Context: an optimization exercise on an open-source flow, tuned for small area. The choices shown serve that exercise and are no tape-out recipe.
At most, simulation tests tie the RTL to the original design; equivalence was not proved.
The RTL of run 5 was laid out without a check of its function.
Power and IR drop assume default switching activity.

[config.mk]
export PLATFORM = sky130hd
export DESIGN_NAME = top2
export DESIGN_NICKNAME = top2
export VERILOG_FILES = /design/flow/design.v
export SDC_FILE = /design/flow/constraint.sdc
export NUM_CORES = 4
export LEC_CHECK = 0
export CAP_MARGIN = 20
export CORE_MARGIN = 2
export CORE_UTILIZATION = 40
export SLEW_MARGIN = 20
[constraint.sdc]
create_clock -name core_clock -period 10.0 [get_ports {clk}]
set_input_delay 2.0000 -clock core_clock [delete_from_list [all_inputs] [get_ports {clk}]]
set_output_delay 2.0000 -clock core_clock [all_outputs]
set_load 0.01 [all_outputs]
[design.v]
module hc_sr042 #(
    parameter [21:0] S0   = 22'h337507,
    parameter [21:0] S1   = 22'h26ea0e,
    parameter [21:0] S601 = 22'h2431c5,
    parameter [21:0] STM2 = 22'h1cdd41
) (
    input            clk,
    input            rst_n,
    input            echo2,
    output reg       trig2,
    output reg       last,       
    output reg [8:0] dis
);
    reg [21:0] s;
    reg [23:0] acc;
    always @(posedge clk or negedge rst_n)
        if (!rst_n) s <= S0;
        else        s <= {s[20:0], s[21] ^ s[20] ^ last};
    always @(posedge clk or negedge rst_n)
        if (!rst_n) begin
            last  <= 1'b0;
            trig2 <= 1'b0;
        end else begin
            last  <= (s == STM2);
            trig2 <= (s == S1) | (trig2 & (s != S601));
        end
    wire [24:0] cy;
    wire [23:0] sum;
    assign sum[0] = acc[0] ^ echo2;
    assign cy[1]  = acc[0] & echo2;
    assign sum[1] = acc[1] ^ echo2 ^ cy[1];
    assign cy[2]  = (acc[1] & echo2) | (cy[1] & (acc[1] ^ echo2));
    assign sum[2] = acc[2] ^ cy[2];
    assign cy[3]  = acc[2] & cy[2];
    assign sum[3] = acc[3] ^ echo2 ^ cy[3];
    assign cy[4]  = (acc[3] & echo2) | (cy[3] & (acc[3] ^ echo2));
    genvar i;
    generate for (i = 4; i < 24; i = i + 1) begin : inc
        assign sum[i]  = acc[i] ^ cy[i];
        assign cy[i+1] = acc[i] & cy[i];
    end endgenerate
    always @(posedge clk or negedge rst_n)
        if (!rst_n)              acc <= 24'd0;
        else if (!echo2 && last) acc <= 24'd0;
        else                     acc <= sum;
    wire [8:0] d    = acc[23:15];
    wire       ge   = d[8] & d[7] & (d[6] | d[5] | d[4]);    
    wire [8:0] fold = ge ? {2'b00, d[6:4] - 3'd1, d[3:0]} : d;
    always @(posedge clk or negedge rst_n)
        if (!rst_n)           dis <= 9'd0;
        else if (s == STM2)   dis <= fold;
endmodule
module bcd2(
    input  clk,
    input  rst_n,
    output phase_end
);
    reg [4:0] p;
    assign phase_end = (p == 5'b10110);
    always @(posedge clk or negedge rst_n)
        if (!rst_n) p <= 5'b01101;
        else        p <= {p[3:0], p[4] ^ p[2] ^ phase_end};
endmodule
module smg2(
    input            clk,
    input            rst_n,
    input      [8:0] dis,
    input            load,
    output reg [8:0] disp,
    output reg       led0
);
    always @(posedge clk or negedge rst_n)
        if (!rst_n)    disp <= 9'd0;
        else if (load) disp <= dis;
    always @(posedge clk or negedge rst_n)
        if (!rst_n) led0 <= 1'b0;
        else        led0 <= (disp <= 9'd40);
endmodule
module top2(
    input        clk,
    input        rst_n,
    input        echo2,
    output       trig2,
    output       led0,
    output [9:0] hz
);
    wire       last, phase_end;
    wire [8:0] dis;
    wire [8:0] disp;
    reg        wait1, wait2;
    hc_sr042 HC_SR04_inst(
        .clk(clk), .rst_n(rst_n), .echo2(echo2),
        .trig2(trig2), .last(last), .dis(dis));
    bcd2 bin_bcd_inst(
        .clk(clk), .rst_n(rst_n), .phase_end(phase_end));
    always @(posedge clk or negedge rst_n)
        if (!rst_n) begin
            wait1 <= 1'b0;
            wait2 <= 1'b0;
        end else begin
            if (last)           wait1 <= 1'b1;
            else if (phase_end) wait1 <= 1'b0;
            if (phase_end)      wait2 <= wait1;
        end
    smg2 x7seg_msg_inst(
        .clk(clk), .rst_n(rst_n), .dis(dis), .load(phase_end & wait2),
        .disp(disp), .led0(led0));
    assign hz = {1'b0, disp};
endmodule
[run.sh]
#!/bin/bash
# synth_recipe.tcl (not shown) runs the flow's synth.tcl, then flattens the netlist and writes it again
# the make line also repeats each setting of config.mk as NAME=value (left out here)
make -C /OpenROAD-flow-scripts/flow DESIGN_CONFIG=/design/flow/config.mk WORK_HOME=/design/flow/orfs CLKGATE_MAP_FILE= SYNTH_SCRIPT=/design/flow/synth_recipe.tcl finish
==> results.cfg, run 1 <==
[run_status]
status = no timing/DRC/antenna violations

[final_layout]
most-common-layout-cells = 59 x dfrtp_1, 24 x and2_1, 24 x ha_1
fin_cells = 322
fill_cells = 628
multi_input_area_sq_um = 1010
regArea_sq_um = 1870
layout.nets = 247
antenna_cells = 0
layout_commonest_cell = dfrtp_1
post_route_cells_drive_above_1_share_pct = 23.3
area_delta_synth_final_pct = 14.9

[synth]
avgSynthCellArea_sq_um = 14.9
synth-seq-cells = 74
synthFlopType = dfrtp_1
syn-num-nets = 226
yosys_warnings = 4
async_flop_share_pct = 100
synth_edf_count = 0
syn_area_sq_um = 2930
syn_inst = 197
synth.distinct_cells = 37
ys_seq_area_share_pct = 63.8

[grt]
grt_antenna_before_repair = 0
grt_use_total_pct = 12.1
grt_max_degree = 75
gr-total-overflow = 0
grt_pass1_vias = 1501
grt_pass1_wl_microns = 7130

[drt]
drc = 0
routedWlPerCell_microns = 12.5
vias = 1479
via_per_inst = 4.59
ant_nets = 0
first_iter_violations = 56
drtPass1Iterations = 4
wl_microns = 4030

[timing]
setup-violations-final = 0
hold_violations = 0
drv_slew = 0
skew_ns = 0.00647
relSlewSlack_pct = 40.3
fin_setup_tns_ns = 0
whs_ns = 0.373
min_period_ns = 7.19
worst_slew_pin_slew_ns = 0.896
finalCritPeriodShare_pct = 71.9
rsz0062_at_grt = false
fmax_mhz = 139

[pwr]
cellLeakagePower_nw = 1.66
vdd_drop_max_v = 0.000133
power_density_nw_per_um2 = 181

[place]
dp.cells = 306
hpwl_microns = 2590
routabilityCongestion = 0.729
port_buffers = 13

[clock_tree]
cts_root_buf = clkbuf_8
insertion_delay_ns = 0.35
cts.reportedPaths.clkPinSlew_ns = 0.08
numCtsBuffers = 9
clock_path_buffers = 2
holdBufCountCts = 0
cts_setup_buffers = 0
htreeDepth = 3
cts_resized = 0
cts_tree = built
cts_sinks = 74

[worst_setup_path]
reg2regPathDepth = 25
worstSetupEndpointType = flip-flop
critPathKind = input port to flip-flop
crit_required_ns = 10.24
cp_max_fo = 4
cp_data_arrival_time_ns = 7.43
crit_path_start_kind = input port
r2r_slack_ns = 4.67

[worst_hold_path]
hp-class = flip-flop to flip-flop
hold_depth = 0

[floorplan]
ioPinCount = 15
design.die.area_sq_um = 8030
coreArea_sq_um = 7180
die_y_microns = 89.6
start_util_pct = 40.8
fp.dieW_microns = 89.6
row_count = 31

[flow_run]
maxCapViolCount = 0
Yosys cell counts, types with 3 or more instances:
cell type  count  area share [%]
dfrtp_1       59              50
mux2_2        10             3.8
inv_1          7            0.90
and2_1        24             5.1
nor4b_1        3            0.90
o21ai_0        5            0.85
dfstp_2       15              13
ha_1          24              10
mux2_4         7             3.6
nand2_1        8             1.0
nand3_1        3            0.51
final timing paths:
check                                       end                 from
min in group asynchronous   x7seg_msg_inst.led0                rst_n
min reg2reg                  HC_SR04_inst.s[17]   HC_SR04_inst.s[16]
max reg2reg                HC_SR04_inst.acc[23]  HC_SR04_inst.acc[0]
min                          HC_SR04_inst.s[17]   HC_SR04_inst.s[16]
max in group asynchronous  HC_SR04_inst.acc[11]                rst_n
max                        HC_SR04_inst.acc[23]                echo2
area by class of cell:
cell class                 count  area share [%]
inverter                       7           0.780
multi-input combinational    112            29.9
clock inverter                 7            2.49
tap                           99            3.68
timing repair buffer          14            3.94
sequential                    74            55.5
clock buffer                   9            3.68
logic make-up (layout without fill, tap and decap cells):
family / count (synthesis) / in the layout / share of synthesized area [%]
xor gates and xnor gates: 2 / 2 / 0.598
adders and majority gates: 26 / 26 / 11.6
AOI/OAI and AO/OA: 11 / 11 / 2.52
other: 1 / 1 / 0.128
buffers and inverters: 11 / 37 / 1.79
muxes: 19 / 19 / 8.11
and+or+nand+nor: 53 / 53 / 11.4
DFF: 74 / 74 / 63.8
layer usage:
layer / global-route usage [%] / share of wire, % / vias up / wire [microns]
met5: 0 / 0 / - / 0
met3: 6.03 / 5.0 / 7 / 200
met4: 4.48 / 1.9 / 0 / 77
li1: - / - / 719 / -
met2: 16.8 / 42 / 26 / 1690
met1: 16.4 / 51 / 727 / 2060
registers in the layout, indices dropped and copies added (netlist names):
name / flops
HC_SR04_inst.s: 22
x7seg_msg_inst.led0: 1
x7seg_msg_inst.disp: 9
bin_bcd_inst.p: 5
HC_SR04_inst.acc: 24
HC_SR04_inst.last: 1
wait2: 1
wait1: 1
HC_SR04_inst.dis: 9
HC_SR04_inst.trig2: 1
worst max-delay path: stages:
cell	delay, ns
clkdlybuf4s50_1	0.51
ha_1	0.26
fa_1	0.36
ha_1	0.20
fa_1	0.36
ha_1	0.19
ha_1	0.18
ha_1	0.18
ha_1	0.18
ha_1	0.18
ha_1	0.18
ha_1	0.18
ha_1	0.18
ha_1	0.18
ha_1	0.18
ha_1	0.18
ha_1	0.18
ha_1	0.18
ha_1	0.18
ha_1	0.19
ha_1	0.18
ha_1	0.18
ha_1	0.17
ha_1	0.18
xor2_1	0.15
and2_1	0.15
report_power, final:
part	switching, mW	total, mW	internal (mW)
logic	0.0203	0.0444	0.0241
registers	0.00713	0.327	0.320
clock network	0.119	0.239	0.120
total	0.146	0.611	0.465
through the flow:
step                      setup WS [ns]  util (%)  total power, mW  instance area [sq um]
final                              2.81      46.9            0.611                   3370
after detailed placement           2.39      44.0            0.379                   3160
after CTS                          2.77      46.9            0.624                   3370
after floorplan                    3.23         -            0.365                   2930
after global placement             2.41      44.0            0.378                   3160
after global routing               2.55      46.9            0.651                   3370
==> run 2, diff against run 1 <==
--- a/config.mk
+++ b/config.mk
@@ -8,4 +8,6 @@
 export CAP_MARGIN = 20
 export CORE_MARGIN = 2
 export CORE_UTILIZATION = 40
+export CTS_CLUSTER_DIAMETER = 500
+export CTS_CLUSTER_SIZE = 100
 export SLEW_MARGIN = 20
==> run 2 against run 1 <==
Net effect:
- still clean on timing, DRC and antenna
- maximum frequency is the same
- count of clock-buffer cells in the layout unchanged
- clock power is essentially flat
- sequential power barely moved
- clock skew did not move
- largest cell class unchanged
- die area unchanged
- first-iteration DRC count stayed put
- critical path depth is the same
- non-clock buffer count unchanged
- hold slack is the same
- synthesized area unchanged
==> results.cfg, run 2 <==
[synth]
synthTopCellsByArea = dfrtp_1 50%, dfstp_2 13%, ha_1 10%
synth.most_common_cell = dfrtp_1
yosysTopAreaCell = dfrtp_1
synthFlopType = dfrtp_1
syn_area_sq_um = 2930
syn-num-nets = 226
async_flop_share_pct = 100
yosys_warnings = 4
avgSynthCellArea_sq_um = 14.9
synth-seq-cells = 74
netlist_top_cells_count = 59 x dfrtp_1, 24 x and2_1, 24 x ha_1
ys_seq_area_share_pct = 63.8
synth_edf_count = 0
synth.distinct_cells = 37
syn_inst = 197
yosysTopAreaCellShare_pct = 50.4

[worst_setup_path]
crit_required_ns = 10.24
r2r_slack_ns = 4.67
critPathKind = input port to flip-flop
worstSetupEndpointType = flip-flop
cp_data_arrival_time_ns = 7.43
cp_max_fo = 4
reg2regPathDepth = 25
crit_path_start_kind = input port

[place]
hpwl_microns = 2590
dp.cells = 306
port_buffers = 13
routabilityCongestion = 0.729

[timing]
rsz0062_at_grt = false
fin_setup_tns_ns = 0
hold_violations = 0
worst_slew_pin_slew_ns = 0.896
drv_slew = 0
finalCritPeriodShare_pct = 71.9
fmax_mhz = 139
skew_ns = 0.00647
min_period_ns = 7.19
setup-violations-final = 0
relSlewSlack_pct = 40.3

[floorplan]
die_y_microns = 89.6
start_util_pct = 40.8
ioPinCount = 15
coreArea_sq_um = 7180
fp.dieW_microns = 89.6
design.die.area_sq_um = 8030
row_count = 31

[final_layout]
fill_cells = 628
layout_commonest_cell = dfrtp_1
layout.nets = 247
largest_reg_flops = 24
area_delta_synth_final_pct = 14.9
most-common-layout-cells = 59 x dfrtp_1, 24 x and2_1, 24 x ha_1
largest_register = HC_SR04_inst.acc
antenna_cells = 0
fin_cells = 322
reg_top3 = HC_SR04_inst.acc: 24 flops, HC_SR04_inst.s: 22 flops
post_route_cells_drive_above_1_share_pct = 23.3

[clock_tree]
cts_tree = built
htreeDepth = 3
insertion_delay_ns = 0.35
holdBufCountCts = 0
cts_resized = 0
cts_setup_buffers = 0
cts_root_buf = clkbuf_8
clock_path_buffers = 2
cts_sinks = 74
cts.reportedPaths.clkPinSlew_ns = 0.08
numCtsBuffers = 9

[pwr]
switching_share_pct = 23.9
cellLeakagePower_nw = 1.66
p_clk_share_pct = 39.1
p_int_mw = 0.465
total_power_mw = 0.611
p_seq_share_pct = 53.6
p_sw_mw = 0.146
vdd_drop_max_v = 0.000133
power_density_nw_per_um2 = 181
combPwrFrac_pct = 7.3

[worst_hold_path]
hold_depth = 0
hp-class = flip-flop to flip-flop

[drt]
drc = 0
ant_nets = 0
drtPass1Iterations = 4
wl_microns = 4030
vias = 1479
first_iter_violations = 56
routedWlPerCell_microns = 12.5
via_per_inst = 4.59

[run_status]
status = no timing/DRC/antenna violations

[grt]
grt_max_degree = 75
grt_pass1_wl_microns = 7130
gr-total-overflow = 0
grt_antenna_before_repair = 0
grt_use_total_pct = 12.1
grt_pass1_vias = 1501

[flow_run]
maxCapViolCount = 0
==> run 2: cell counts in the layout (fill, tap and decap cells not counted) <==
Identical to the previous run, type by type.
==> run 2: routing by layer <==
metal	GRT usage [%]	routed length (microns)	vias to the layer above	part of all wire [%]
met4	4.48	77	0	1.9
met1	16.4	2060	727	51
met5	0	0	-	0
met2	16.8	1690	26	42
li1	-	-	719	-
met3	6.03	200	7	5.0
==> run 2: path summary, 6_finish.rpt <==
check                                     from              endpoint
setup / recovery                         echo2  HC_SR04_inst.acc[23]
hold / removal              HC_SR04_inst.s[16]    HC_SR04_inst.s[17]
setup reg to reg           HC_SR04_inst.acc[0]  HC_SR04_inst.acc[23]
hold reg to reg             HC_SR04_inst.s[16]    HC_SR04_inst.s[17]
max in group asynchronous                rst_n  HC_SR04_inst.acc[11]
min in group asynchronous                rst_n   x7seg_msg_inst.led0
==> run 2: power groups by stage <==
stage / combinational (mW) / clock [mW] / sequential (mW)
global route: 0.0574 / 0.264 / 0.329
detailed placement: 0.0460 / 0 / 0.333
global placement: 0.0445 / 0 / 0.333
floorplan: 0.0332 / 0 / 0.332
finish: 0.0444 / 0.239 / 0.327
CTS: 0.0465 / 0.250 / 0.328
==> run 2: per-stage QoR <==
| step | instance area [sq um] | utilization, % | hold WS (ns) | setup slack, ns |
|---|---|---|---|---|
| global route | 3370 | 46.9 | 0.380 | 2.55 |
| CTS | 3370 | 46.9 | 0.376 | 2.77 |
| global placement | 3160 | 44.0 | 0.351 | 2.41 |
| finish | 3370 | 46.9 | 0.373 | 2.81 |
| detailed placement | 3160 | 44.0 | 0.356 | 2.39 |
| floorplan | 2930 | - | 0.348 | 3.23 |
==> run 2: cells by family (layout without fill, tap and decap cells) <==
family / count (synthesis) / in the layout / share of synthesized area [%]
AO/OA/AOI/OAI: 11 / 11 / 2.52
XOR/XNOR: 2 / 2 / 0.598
adder cells (fa/ha/maj): 26 / 26 / 11.6
buffers and inverters: 11 / 37 / 1.79
flip-flops: 74 / 74 / 63.8
multiplexers: 19 / 19 / 8.11
other: 1 / 1 / 0.128
AND/OR/NAND/NOR: 53 / 53 / 11.4
==> run 2: layout make-up <==
class	count	area [sq um]	share of cell area, %
well taps	99	124	3.68
clock inverters	7	83.8	2.49
flip-flops and latches	74	1870	55.5
inverters	7	26.3	0.780
repair buffers	14	133	3.94
multi-input cells	112	1010	29.9
clock buffers	9	124	3.68
==> run 2: critical path, stage by stage <==
cell             delay [ns]
clkdlybuf4s50_1        0.51
ha_1                   0.26
fa_1                   0.36
ha_1                   0.20
fa_1                   0.36
ha_1                   0.19
ha_1                   0.18
ha_1                   0.18
ha_1                   0.18
ha_1                   0.18
ha_1                   0.18
ha_1                   0.18
ha_1                   0.18
ha_1                   0.18
ha_1                   0.18
ha_1                   0.18
ha_1                   0.18
ha_1                   0.18
ha_1                   0.18
ha_1                   0.19
ha_1                   0.18
ha_1                   0.18
ha_1                   0.17
ha_1                   0.18
xor2_1                 0.15
and2_1                 0.15
==> run 3, diff against run 2 <==
--- a/config.mk
+++ b/config.mk
@@ -8,6 +8,7 @@
 export CAP_MARGIN = 20
 export CORE_MARGIN = 2
 export CORE_UTILIZATION = 40
+export CTS_BUF_LIST = sky130_fd_sc_hd__clkbuf_16
 export CTS_CLUSTER_DIAMETER = 500
 export CTS_CLUSTER_SIZE = 100
 export SLEW_MARGIN = 20
==> run 3 against run 2 <==
Net effect:
- worst setup slack worse by 0.021 ns
- synthesized area did not move
- clock power grew 37%
- clock skew shrank 0.00094 ns
- combinational power about the same
- utilization up 1.4 points
- total power grew 15%
- via count grew 1.1%
- maximum frequency fell by 0.29%
- sequential power about the same
- sequential cell count unchanged
==> results.cfg, run 3 <==
[place]
hpwl_microns = 2590
port_buffers = 13
routabilityCongestion = 0.729

[worst_setup_path]
critPathKind = input port to flip-flop
worstSetupEndpointType = flip-flop
cp_data_arrival_time_ns = 7.43
cp_max_fo = 4
crit_required_ns = 10.22
crit_path_start_kind = input port

[drt]
routedWlPerCell_microns = 12.7
wl_microns = 4070
drc = 0
via_per_inst = 4.64
vias = 1495
ant_nets = 0
first_iter_violations = 47
drtPass1Iterations = 4

[pwr]
p_sw_mw = 0.156
vdd_drop_max_v = 0.000144
switching_share_pct = 22.4
p_seq_share_pct = 46.9
power_density_nw_per_um2 = 202
combPwrFrac_pct = 6.3
p_clk_share_pct = 46.8
p_int_mw = 0.543
cellLeakagePower_nw = 1.71

[synth]
synth-seq-cells = 74
async_flop_share_pct = 100
syn_area_sq_um = 2930
syn-num-nets = 226
netlist_top_cells_count = 59 x dfrtp_1, 24 x and2_1, 24 x ha_1
synthFlopType = dfrtp_1
yosys_warnings = 4
avgSynthCellArea_sq_um = 14.9
yosysTopAreaCell = dfrtp_1
syn_inst = 197
yosysTopAreaCellShare_pct = 50.4
synth.most_common_cell = dfrtp_1
synth.distinct_cells = 37
synth_edf_count = 0
ys_seq_area_share_pct = 63.8
synthTopCellsByArea = dfrtp_1 50%, dfstp_2 13%, ha_1 10%

[floorplan]
start_util_pct = 40.8
design.die.area_sq_um = 8030
row_count = 31
die_y_microns = 89.6
coreArea_sq_um = 7180
ioPinCount = 15
fp.dieW_microns = 89.6

[clock_tree]
holdBufCountCts = 0
cts_sinks = 74
numCtsBuffers = 9
clock_path_buffers = 2
cts.reportedPaths.clkPinSlew_ns = 0.06
cts_root_buf = clkbuf_16
cts_tree = built
insertion_delay_ns = 0.33
cts_setup_buffers = 0
cts_resized = 0
htreeDepth = 3

[final_layout]
antenna_cells = 0
reg_top3 = HC_SR04_inst.acc: 24 flops, HC_SR04_inst.s: 22 flops
post_route_cells_drive_above_1_share_pct = 23.3
fill_cells = 609
layout_commonest_cell = dfrtp_1
largest_register = HC_SR04_inst.acc
most-common-layout-cells = 59 x dfrtp_1, 24 x and2_1, 24 x ha_1
layout.nets = 247
largest_reg_flops = 24
area_delta_synth_final_pct = 18.4

[timing]
fin_setup_tns_ns = 0
relSlewSlack_pct = 40.5
finalCritPeriodShare_pct = 72.1
min_period_ns = 7.21
drv_slew = 0
worst_slew_pin_slew_ns = 0.893
fmax_mhz = 139
rsz0062_at_grt = false
skew_ns = 0.00552
whs_ns = 0.370
setup-violations-final = 0
hold_violations = 0

[worst_hold_path]
hp-class = flip-flop to flip-flop

[grt]
grt_max_degree = 75
gr-total-overflow = 0
grt_pass1_wl_microns = 7200
grt_antenna_before_repair = 0
grt_pass1_vias = 1518
grt_use_total_pct = 12.1

[run_status]
status = no timing/DRC/antenna violations

[flow_run]
maxCapViolCount = 0
run 3: changes by cell type in the layout (fill, tap and decap cells not counted):
cell       previous run  this run
clkbuf_8              9         0
clkbuf_16             0         9
run 3: final cells by class:
class | instances | area [sq um] | share of cell area [%]
tap | 99 | 124 | 3.57
clock buffer | 9 | 225 | 6.49
multi-input combinational | 112 | 1010 | 29.0
sequential | 74 | 1870 | 53.9
inverter | 7 | 26.3 | 0.757
clock inverter | 7 | 83.8 | 2.42
timing repair buffer | 14 | 133 | 3.82
run 3: logic make-up after synthesis:
kind of cell	count (synthesis)	synth area share, %
muxes	19	8.11
xor gates and xnor gates	2	0.598
DFF	74	63.8
buffers and inverters	11	1.79
AOI/OAI and AO/OA	11	2.52
and+or+nand+nor	53	11.4
other	1	0.128
adders and majority gates	26	11.6
run 3: layer usage:
| layer | track usage, % | wire length [microns] | up-vias |
|---|---|---|---|
| li1 | - | - | 723 |
| met1 | 16.6 | 2090 | 741 |
| met2 | 17.1 | 1760 | 21 |
| met3 | 4.11 | 139 | 10 |
| met4 | 6.11 | 88 | 0 |
| met5 | 0 | 0 | - |
run 3: critical path: stages:
cell and delay [ns]:
clkdlybuf4s50_1 0.51, ha_1 0.26, fa_1 0.36, ha_1 0.20, fa_1 0.36, ha_1 0.19, ha_1 0.18, ha_1 0.18
ha_1 0.18, ha_1 0.18, ha_1 0.18, ha_1 0.18, ha_1 0.18, ha_1 0.18, ha_1 0.18, ha_1 0.18
ha_1 0.18, ha_1 0.18, ha_1 0.18, ha_1 0.19, ha_1 0.18, ha_1 0.18, ha_1 0.17, ha_1 0.18
xor2_1 0.15, and2_1 0.15
run 3: path summary, 6_finish.rpt:
path,slack (ns),endpoint,cells past startpoint,from
setup reg to reg,4.68,HC_SR04_inst.acc[23],25,HC_SR04_inst.acc[0]
hold reg to reg,0.37,bin_bcd_inst.p[2],0,bin_bcd_inst.p[1]
max in group asynchronous,7.54,HC_SR04_inst.acc[2],2,rst_n
hold / removal,0.37,bin_bcd_inst.p[2],0,bin_bcd_inst.p[1]
min in group asynchronous,1.88,x7seg_msg_inst.disp[6],2,rst_n
setup / recovery,2.79,HC_SR04_inst.acc[23],26,echo2
run 3: power by group through the flow:
stage	Sequential (mW)	Clock [mW]	Combinational (mW)
after detailed placement	0.333	0	0.0460
after global routing	0.330	0.353	0.0574
final	0.328	0.327	0.0444
after floorplan	0.332	0	0.0332
after global placement	0.333	0	0.0445
after CTS	0.329	0.337	0.0465
run 3: per-stage QoR:
stage / utilization, % / setup slack, ns / area (sq um) / cells / power, mW
after CTS: 48.4 / 2.74 / 3470 / 322 / 0.712
after global routing: 48.4 / 2.51 / 3470 / 322 / 0.740
final: 48.4 / 2.79 / 3470 / 322 / 0.700
after detailed placement: 44.0 / 2.39 / 3160 / 306 / 0.379
after global placement: 44.0 / 2.41 / 3160 / 306 / 0.378
after floorplan: - / 3.23 / 2930 / 197 / 0.365
==> run 4, diff against run 3 <==
==> flow/run.sh (new file) <==
#!/bin/bash
# Standard ORFS layout with a lighter clock tree (one level of large clock
# buffers, no dummy loads), minimum-size port buffers and a power-recovery
# pass that downsizes cells off the critical paths.
set -uo pipefail
bash standard.sh \
  "CTS_ARGS=-sink_clustering_enable -sink_clustering_size 100 -sink_clustering_max_diameter 500 -dont_use_dummy_load -root_buf sky130_fd_sc_hd__clkbuf_16 -buf_list sky130_fd_sc_hd__clkbuf_16 -repair_clock_nets" \
  "BUFFER_PORTS_ARGS=-buffer_cell sky130_fd_sc_hd__buf_1" \
  RECOVER_POWER=100 \
  finish > standard.log 2>&1
==> standard.sh (new file) <==
#!/bin/bash
# synth_recipe.tcl (not shown) runs the flow's synth.tcl, then flattens the netlist and writes it again
# the make line also repeats each setting of config.mk as NAME=value (left out here)
make -C /OpenROAD-flow-scripts/flow DESIGN_CONFIG=/design/flow/config.mk WORK_HOME=/design/flow/orfs CLKGATE_MAP_FILE= SYNTH_SCRIPT=/design/flow/synth_recipe.tcl "${@:-finish}"
--- a/config.mk
+++ b/config.mk
@@ -8,7 +8,4 @@
 export CAP_MARGIN = 20
 export CORE_MARGIN = 2
 export CORE_UTILIZATION = 40
-export CTS_BUF_LIST = sky130_fd_sc_hd__clkbuf_16
-export CTS_CLUSTER_DIAMETER = 500
-export CTS_CLUSTER_SIZE = 100
 export SLEW_MARGIN = 20
removed: run.sh
==> run 4 against run 3 <==
Net effect:
- global-route usage decreased by 0.056 points
- critical endpoint unchanged
- combinational power decreased by 3%
- now fails the layout checks on max-capacitance violations, max-slew violations
- sequential share of layout area is 3.2 points higher
- die area unchanged
- maximum frequency up 5.8%
==> results.cfg, run 4 <==
[run_status]
status = finished with violations
check.faults = max-capacitance violations, max-slew violations

[synth]
yosysTopAreaCellShare_pct = 50.4
syn-num-nets = 226
synthFlopType = dfrtp_1
syn_area_sq_um = 2930
synth.most_common_cell = dfrtp_1
yosysTopAreaCell = dfrtp_1
synth_edf_count = 0
avgSynthCellArea_sq_um = 14.9
synth_compound_area_share_pct = 2.52
synth-seq-cells = 74
netlist_top_cells_count = 59 x dfrtp_1, 24 x and2_1, 24 x ha_1
synth_fa_ha_area_share_pct = 11.6
yosys_warnings = 4
ys_seq_area_share_pct = 63.8
synthTopCellsByArea = dfrtp_1 50%, dfstp_2 13%, ha_1 10%
synth_simple_gate_area_share_pct = 11.4
synthXorXnorAreaFrac_pct = 0.598
synth.distinct_cells = 37
synthMuxAreaShare_pct = 8.11
synth_top_family_by_area = adder cells
syn_inst = 197
async_flop_share_pct = 100

[clock_tree]
cts_tree = built
cts_sinks = 74
cts_setup_buffers = 0
numCtsBuffers = 9
insertion_delay_ns = 0.33
clock_path_buffers = 2
holdBufCountCts = 0
htreeDepth = 3
cts.reportedPaths.clkPinSlew_ns = 0.05
cts_resized = 0
cts_root_buf = clkbuf_16

[grt]
grt_max_degree = 75
grt_pass1_wl_microns = 7110
grt_use_total_pct = 12.1
grt_antenna_before_repair = 0
grt_pass1_vias = 1486
gr-total-overflow = 0

[final_layout]
largest_register = HC_SR04_inst.acc
fin_cells = 315
antenna_cells = 0
reg_top3 = HC_SR04_inst.acc: 24 flops, HC_SR04_inst.s: 22 flops
fill_cells = 642
largest_reg_flops = 24
most-common-layout-cells = 59 x dfrtp_1, 24 x ha_1, 16 x and2_0
area_delta_synth_final_pct = 11.8
layout_commonest_cell = dfrtp_1
post_route_cells_drive_above_1_share_pct = 10.2
final_cell_area_sq_um = 3280
layout.nets = 247

[pwr]
cellLeakagePower_nw = 1.61
combPwrFrac_pct = 6.8
switching_share_pct = 20.4
power_density_nw_per_um2 = 192
p_int_mw = 0.500
p_clk_share_pct = 40.9
vdd_drop_max_v = 0.000115
p_seq_share_pct = 52.3
p_sw_mw = 0.128

[worst_setup_path]
crit_top_cell = ha_1
crit_path_start_kind = input port
worstSetupEndpointType = flip-flop
r2r-start = HC_SR04_inst.acc[0]
slowest_stage = fa_1
cp_data_arrival_time_ns = 7.02
crit_family = adder cells
cp_max_fo = 4
cp.buffers_inverters = 1
critPathKind = input port to flip-flop
crit_required_ns = 10.20
slowest_delay_ns = 0.36
startpoint = echo2

[timing]
min_period_ns = 6.82
drv_slew = 75
skew_ns = 0.0161
hold_violations = 0
whs_ns = 0.366
rsz0062_at_grt = false
relSlewSlack_pct = -152
fmax_mhz = 147
worst_slew_pin_slew_ns = 3.78
finalCritPeriodShare_pct = 68.2
fin_setup_tns_ns = 0
setup-violations-final = 0

[drt]
wl_microns = 3990
via_per_inst = 4.58
ant_nets = 0
first_iter_violations = 46
drtPass1Iterations = 4
vias = 1443
drc = 0
routedWlPerCell_microns = 12.7

[place]
routabilityCongestion = 0.717
place_area_sq_um = 3090
dp.cells = 306
hpwl_microns = 2500
port_buffers = 13

[flow_run]
maxCapViolCount = 1

[floorplan]
row_count = 31
coreArea_sq_um = 7180
start_util_pct = 40.8
die_y_microns = 89.6
design.die.area_sq_um = 8030
ioPinCount = 15
fp.dieW_microns = 89.6

[worst_hold_path]
hp-class = flip-flop to flip-flop
worstHoldStart = bin_bcd_inst.p[1]
-- run 4: cell counts after synthesis --
Identical to the previous run, type by type.
-- run 4: cell families (layout without fill, tap and decap cells) --
group / Yosys count / count (layout)
flops: 74 / 74
simple gates: 53 / 53
fa+ha+maj: 26 / 26
mux: 19 / 19
compound gates: 11 / 11
buf+inv: 11 / 30
xor+xnor: 2 / 2
other cells: 1 / 1
-- run 4: through the flow --
stage | worst slack [ns] | util [%] | power [mW]
global placement | 2.85 | 43.0 | 0.379
CTS | 3.14 | 46.1 | 0.643
finish | 3.18 | 45.7 | 0.628
global route | 2.95 | 45.7 | 0.665
detailed placement | 2.81 | 43.0 | 0.379
floorplan | 3.23 | - | 0.365
-- run 4: worst reg2reg max path, stage by stage, from the launching register on --
cell and delay [ns]:
dfrtp_1 0.36, ha_1 0.18, fa_1 0.36, ha_1 0.20, fa_1 0.36, ha_1 0.19, ha_1 0.18, ha_1 0.18
ha_1 0.18, ha_1 0.17, ha_1 0.18, ha_1 0.18, ha_1 0.18, ha_1 0.18, ha_1 0.18, ha_1 0.18
ha_1 0.18, ha_1 0.18, ha_1 0.18, ha_1 0.19, ha_1 0.19, ha_1 0.18, ha_1 0.17, ha_1 0.18
xor2_1 0.15, and2_1 0.15
-- run 4: worst paths after layout --
path	to	slack (ns)	cells after the start
max in group asynchronous	HC_SR04_inst.acc[8]	4.78	2
setup reg to reg	HC_SR04_inst.acc[23]	4.71	25
min in group asynchronous	x7seg_msg_inst.led0	3.08	2
setup / recovery	HC_SR04_inst.acc[23]	3.18	26
hold / removal	bin_bcd_inst.p[2]	0.37	0
hold reg to reg	bin_bcd_inst.p[2]	0.37	0
-- run 4: metal layers --
layer | GRT usage, % | vias up | routed length [microns]
met1 | 17.2 | 704 | 2140
met2 | 15.7 | 21 | 1630
li1 | - | 713 | -
met4 | 5.29 | 0 | 46
met3 | 5.48 | 5 | 171
met5 | 0 | - | 0
-- run 4: power groups by stage --
| stage | combinational, mW | sequential (mW) | clock (mW) |
|---|---|---|---|
| 3_5_place_dp | 0.0458 | 0.333 | 0 |
| 5_1_grt | 0.0557 | 0.330 | 0.279 |
| 6_report | 0.0430 | 0.328 | 0.257 |
| 3_3_place_gp | 0.0449 | 0.334 | 0 |
| 4_1_cts | 0.0469 | 0.329 | 0.267 |
| 2_1_floorplan | 0.0332 | 0.332 | 0 |
-- run 4: area by class of cell --
cell class | count | area, sq um | share of cell area (%)
flip-flops and latches | 74 | 1870 | 57.1
multi-input cells | 112 | 977 | 29.8
clock buffers | 9 | 225 | 6.87
well taps | 99 | 124 | 3.78
repair buffers | 14 | 53.8 | 1.64
inverters | 7 | 26.3 | 0.802
==> run 5, diff against run 4 <==
==> design.v (replaced) <==
module hc_sr042 #(parameter T = 2500000, parameter C = 600) (
    input            clk,
    input            rst_n,
    input            echo2,
    output           trig2,
    output           upd_win,    
    output reg [8:0] dis
);
    reg [21:0] cnt;
    reg [23:0] acc;
    wire last = (cnt == T - 1);
    always @(posedge clk or negedge rst_n)
        if (!rst_n)    cnt <= 22'd0;
        else if (last) cnt <= 22'd0;
        else           cnt <= cnt + 22'd1;
    assign trig2   = (cnt >= 2) && (cnt <= C + 1);
    assign upd_win = (cnt >= 19) && (cnt <= 37);
    always @(posedge clk or negedge rst_n)
        if (!rst_n)     acc <= 24'd0;
        else if (echo2) acc <= acc + 24'd11;
        else if (last)  acc <= 24'd0;
    wire [8:0] d    = acc[23:15];
    wire       ge   = d[8] & d[7] & (d[6] | d[5] | d[4]);    
    wire [8:0] fold = ge ? {2'b00, d[6:4] - 3'd1, d[3:0]} : d;
    always @(posedge clk or negedge rst_n)
        if (!rst_n)              dis <= 9'd0;
        else if (cnt == T - 2)   dis <= fold;
endmodule
module bcd2(
    input  clk,
    input  rst_n,
    output phase_end
);
    reg [4:0] ph;
    assign phase_end = (ph == 5'd18);
    always @(posedge clk or negedge rst_n)
        if (!rst_n)         ph <= 5'd0;
        else if (phase_end) ph <= 5'd0;
        else                ph <= ph + 5'd1;
endmodule
module smg2(
    input            clk,
    input            rst_n,
    input      [8:0] dis,
    input            load,
    output reg [8:0] disp,
    output reg       led0
);
    always @(posedge clk or negedge rst_n)
        if (!rst_n)    disp <= 9'd0;
        else if (load) disp <= dis;
    always @(posedge clk or negedge rst_n)
        if (!rst_n) led0 <= 1'b0;
        else        led0 <= (disp <= 9'd40);
endmodule
module top2(
    input        clk,
    input        rst_n,
    input        echo2,
    output       trig2,
    output       led0,
    output [9:0] hz
);
    wire       cap, upd_win, phase_end;
    wire [8:0] dis;
    wire [8:0] disp;
    hc_sr042 #(.T(2500000)) HC_SR04_inst(
        .clk(clk), .rst_n(rst_n), .echo2(echo2),
        .trig2(trig2), .upd_win(upd_win), .dis(dis));
    bcd2 bin_bcd_inst(
        .clk(clk), .rst_n(rst_n), .phase_end(phase_end));
    smg2 x7seg_msg_inst(
        .clk(clk), .rst_n(rst_n), .dis(dis), .load(upd_win & phase_end),
        .disp(disp), .led0(led0));
    assign hz = {1'b0, disp};
endmodule
==> run.sh (new file) <==
#!/bin/bash
# synth_recipe.tcl (not shown) runs the flow's synth.tcl, then flattens the netlist and writes it again
# the make line also repeats each setting of config.mk as NAME=value (left out here)
make -C /OpenROAD-flow-scripts/flow DESIGN_CONFIG=/design/flow/config.mk WORK_HOME=/design/flow/orfs CLKGATE_MAP_FILE= SYNTH_SCRIPT=/design/flow/synth_recipe.tcl finish
removed: flow/run.sh
removed: standard.sh
==> run 5 against run 4 <==
Net effect:
- the run now finishes clean
- maximum frequency rose by 50%
- utilization fell by 0.32 points
- count of clock-buffer cells in the layout did not move
- sequential power barely moved
- register-to-register slack improved by 2.8 ns
- clock skew fell by 0.0075 ns
- routed wire length rose by 89%
- sequential cell count fell by 4
- hold slack improved by 0.092 ns
- largest power group unchanged
==> results.cfg, run 5 <==
[final_layout]
area_delta_synth_final_pct = 11.6
final_cell_area_sq_um = 4130
most-common-layout-cells = 70 x dfrtp_1, 21 x inv_1, 20 x nand2_1
post_route_cells_drive_above_1_share_pct = 11.1
largest_reg_flops = 24
layout_commonest_cell = dfrtp_1
layout.nets = 387
antenna_cells = 0
largest_register = HC_SR04_inst.acc
reg_top3 = HC_SR04_inst.acc: 24 flops, HC_SR04_inst.cnt: 22 flops
fill_cells = 857
fin_cells = 491

[timing]
finalCritPeriodShare_pct = 45.3
rsz0062_at_grt = false
setup-violations-final = 0
fin_setup_tns_ns = 0
relSlewSlack_pct = 40.8
drv_slew = 0
fmax_mhz = 221
min_period_ns = 4.53
worst_slew_pin_slew_ns = 0.888
skew_ns = 0.00856
hold_violations = 0

[pwr]
p_sw_mw = 0.177
power_density_nw_per_um2 = 155
p_int_mw = 0.461
switching_share_pct = 27.8
vdd_drop_max_v = 0.0000612
p_seq_share_pct = 50.9
cellLeakagePower_nw = 1.71
combPwrFrac_pct = 9.0
p_clk_share_pct = 40.2

[worst_setup_path]
cp-endpoint = trig2
reg2regPathDepth = 6
worstSetupEndpointType = output pin
r2r_end = x7seg_msg_inst.disp[2]
cp_data_arrival_time_ns = 2.53
crit_path_start_kind = flip-flop
crit_family = simple AND/OR/NAND/NOR gates
cp.buffers_inverters = 1
r2r-start = bin_bcd_inst.ph[0]
r2r_slack_ns = 7.50
slowest_delay_ns = 0.60
cp_max_fo = 6
worstPathCellList = nor3_1 -> and4b_1 -> o41ai_1 -> a21oi_1 -> clkdlybuf4s50_1
cp.depth = 5
critPathKind = flip-flop to output pin
slowest_stage = nor3_1
startpoint = HC_SR04_inst.cnt[11]
crit_required_ns = 8.00

[synth]
yosysTopAreaCell = dfrtp_1
netlist_top_cells_count = 70 x dfrtp_1, 21 x inv_1, 20 x nand2_1
ys_seq_area_share_pct = 47.3
yosys_warnings = 3
yosysTopAreaCellShare_pct = 47.3
synth.most_common_cell = dfrtp_1
synth.distinct_cells = 58
synth_edf_count = 0
synthFlopType = dfrtp_1
async_flop_share_pct = 100
synthTopCellsByArea = dfrtp_1 47%, mux2_2 4.9%, xnor2_1 3.1%
syn-num-nets = 375
synth-seq-cells = 70
avgSynthCellArea_sq_um = 10.2
syn_area_sq_um = 3700
syn_inst = 363

[place]
port_buffers = 13
dp.cells = 475
hpwl_microns = 5030
routabilityCongestion = 0.822
place_area_sq_um = 3910

[grt]
grt_max_degree = 71
grt_pass1_wl_microns = 13100
grt_use_total_pct = 16.4
grt_antenna_before_repair = 0
gr-total-overflow = 0
grt_pass1_vias = 2640

[drt]
drc = 0
vias = 2768
first_iter_violations = 111
via_per_inst = 5.64
routedWlPerCell_microns = 15.4
drtPass1Iterations = 4
ant_nets = 0
wl_microns = 7550

[clock_tree]
cts_resized = 0
cts_root_buf = clkbuf_8
holdBufCountCts = 0
numCtsBuffers = 9
cts.reportedPaths.clkPinSlew_ns = 0.08
cts_sinks = 70
clock_path_buffers = 2
cts_setup_buffers = 0
htreeDepth = 3
insertion_delay_ns = 0.35
cts_tree = built

[floorplan]
start_util_pct = 40.6
ioPinCount = 15
design.die.area_sq_um = 10000
row_count = 35
coreArea_sq_um = 9110
die_y_microns = 100
fp.dieW_microns = 100

[run_status]
status = no timing/DRC/antenna violations

[flow_run]
maxCapViolCount = 0

[worst_hold_path]
hp-class = flip-flop to flip-flop
## run 5: changes by cell type in the layout (fill, tap and decap cells not counted), moves of 14 or more
cell | previous run | this run
inv_1 | 7 | 21
nor3_1 | 1 | 15
nand3_1 | 3 | 17
ha_1 | 24 | 9
nor2_1 | 1 | 19
dfstp_1 | 14 | 0
and2_0 | 16 | 0
## run 5: worst min-delay path by stage
stage,from,to,slack [ns],cells past startpoint
floorplan,HC_SR04_inst.acc[7],HC_SR04_inst.acc[7],0.44,1
detailed placement,x7seg_msg_inst.disp[8],x7seg_msg_inst.led0,0.45,1
finish,x7seg_msg_inst.disp[8],x7seg_msg_inst.led0,0.46,1
global route,x7seg_msg_inst.disp[8],x7seg_msg_inst.led0,0.49,1
global placement,x7seg_msg_inst.disp[8],x7seg_msg_inst.led0,0.44,1
CTS,x7seg_msg_inst.disp[8],x7seg_msg_inst.led0,0.46,1
## run 5: worst register-to-register path, delay by kind of cell (launching register included)
| kind | cells | cell delay (ns) |
|---|---|---|
| adder cells (fa/ha/maj) | 1 | 0.15 |
| multiplexers | 1 | 0.49 |
| buffers and inverters | 1 | 0.07 |
| flip-flops | 1 | 0.41 |
| AND/OR/NAND/NOR | 3 | 1.28 |
## run 5: cell type report
| class | count | area (sq um) | share of cell area (%) |
|---|---|---|---|
| Timing Repair Buffer | 14 | 133 | 3.21 |
| Multi-Input combinational cell | 258 | 1800 | 43.7 |
| Sequential cell | 70 | 1750 | 42.4 |
| Inverter | 22 | 82.6 | 2.00 |
| Clock inverter | 7 | 97.6 | 2.36 |
| Tap cell | 111 | 139 | 3.36 |
| Clock buffer | 9 | 124 | 3.00 |
## run 5: stage by stage
step	util (%)	hold slack (ns)	setup slack, ns	power [mW]
final	45.3	0.458	5.47	0.638
after global routing	45.3	0.491	5.35	0.673
after CTS	45.3	0.459	5.48	0.648
after detailed placement	42.9	0.448	5.88	0.387
after global placement	42.9	0.444	5.86	0.385
after floorplan	-	0.443	6.67	0.365
## run 5: kinds of logic (layout without fill, tap and decap cells)
kind of cell               after synthesis  after routing  synth area share [%]
and+or+nand+nor                        130            130                  20.1
muxes                                   24             24                  7.03
other                                    1              1                 0.101
DFF                                     70             70                  47.3
adders and majority gates                9              9                  3.04
AOI/OAI and AO/OA                       73             73                  13.5
xor gates and xnor gates                21             21                  4.97
buffers and inverters                   35             52                  3.92
## run 5: layer usage
layer	global-route usage (%)	vias up	part of all wire [%]
met1	21.9	1346	48
met3	4.67	9	3.5
li1	-	1362	-
met2	25.8	51	47
met5	0	-	0
met4	5.37	0	1.2
## run 5: power groups by stage
stage	registers, mW	logic, mW	clock network, mW
floorplan	0.319	0.0464	0
finish	0.325	0.0572	0.256
global route	0.329	0.0673	0.276
global placement	0.329	0.0561	0
detailed placement	0.330	0.0571	0
CTS	0.325	0.0576	0.265

-- afterwards: timing with drivers on the ports --
In the flow no input, the clock included, has a driving cell. The finished layouts below were timed again as built, in two steps. Step 1 sets driving cells, clkbuf_16 on the clock port and buf_2 on the other inputs (assumed; they add their load-dependent delay and slew). Step 2 adds t to the input delays and takes it off the output delays; t is the mean of the earliest and latest rising clock arrival at the registers after step 1. Input paths then give back, and output paths get back, about the clock's delay inside the block. Three values: ideal ports, drivers, drivers and shift; two values: the first two.
run | t (ns) | setup WS [ns] | hold WS [ns] | clock arrival spread, ns
run 1 | 0.372 | 2.807 / 2.814 / 2.442 | 0.373 / 0.373 / 0.373 | 0.007 / 0.006
run 2 | 0.372 | 2.807 / 2.814 / 2.442 | 0.373 / 0.373 / 0.373 | 0.007 / 0.006
run 3 | 0.359 | 2.786 / 2.799 / 2.440 | 0.370 / 0.370 / 0.370 | 0.006 / 0.006
run 4 | 0.353 | 3.183 / 3.194 / 2.841 | 0.366 / 0.366 / 0.366 | 0.020 / 0.021
run 5 | 0.378 | 5.466 / 5.436 / 5.814 | 0.458 / 0.458 / 0.458 | 0.009 / 0.009
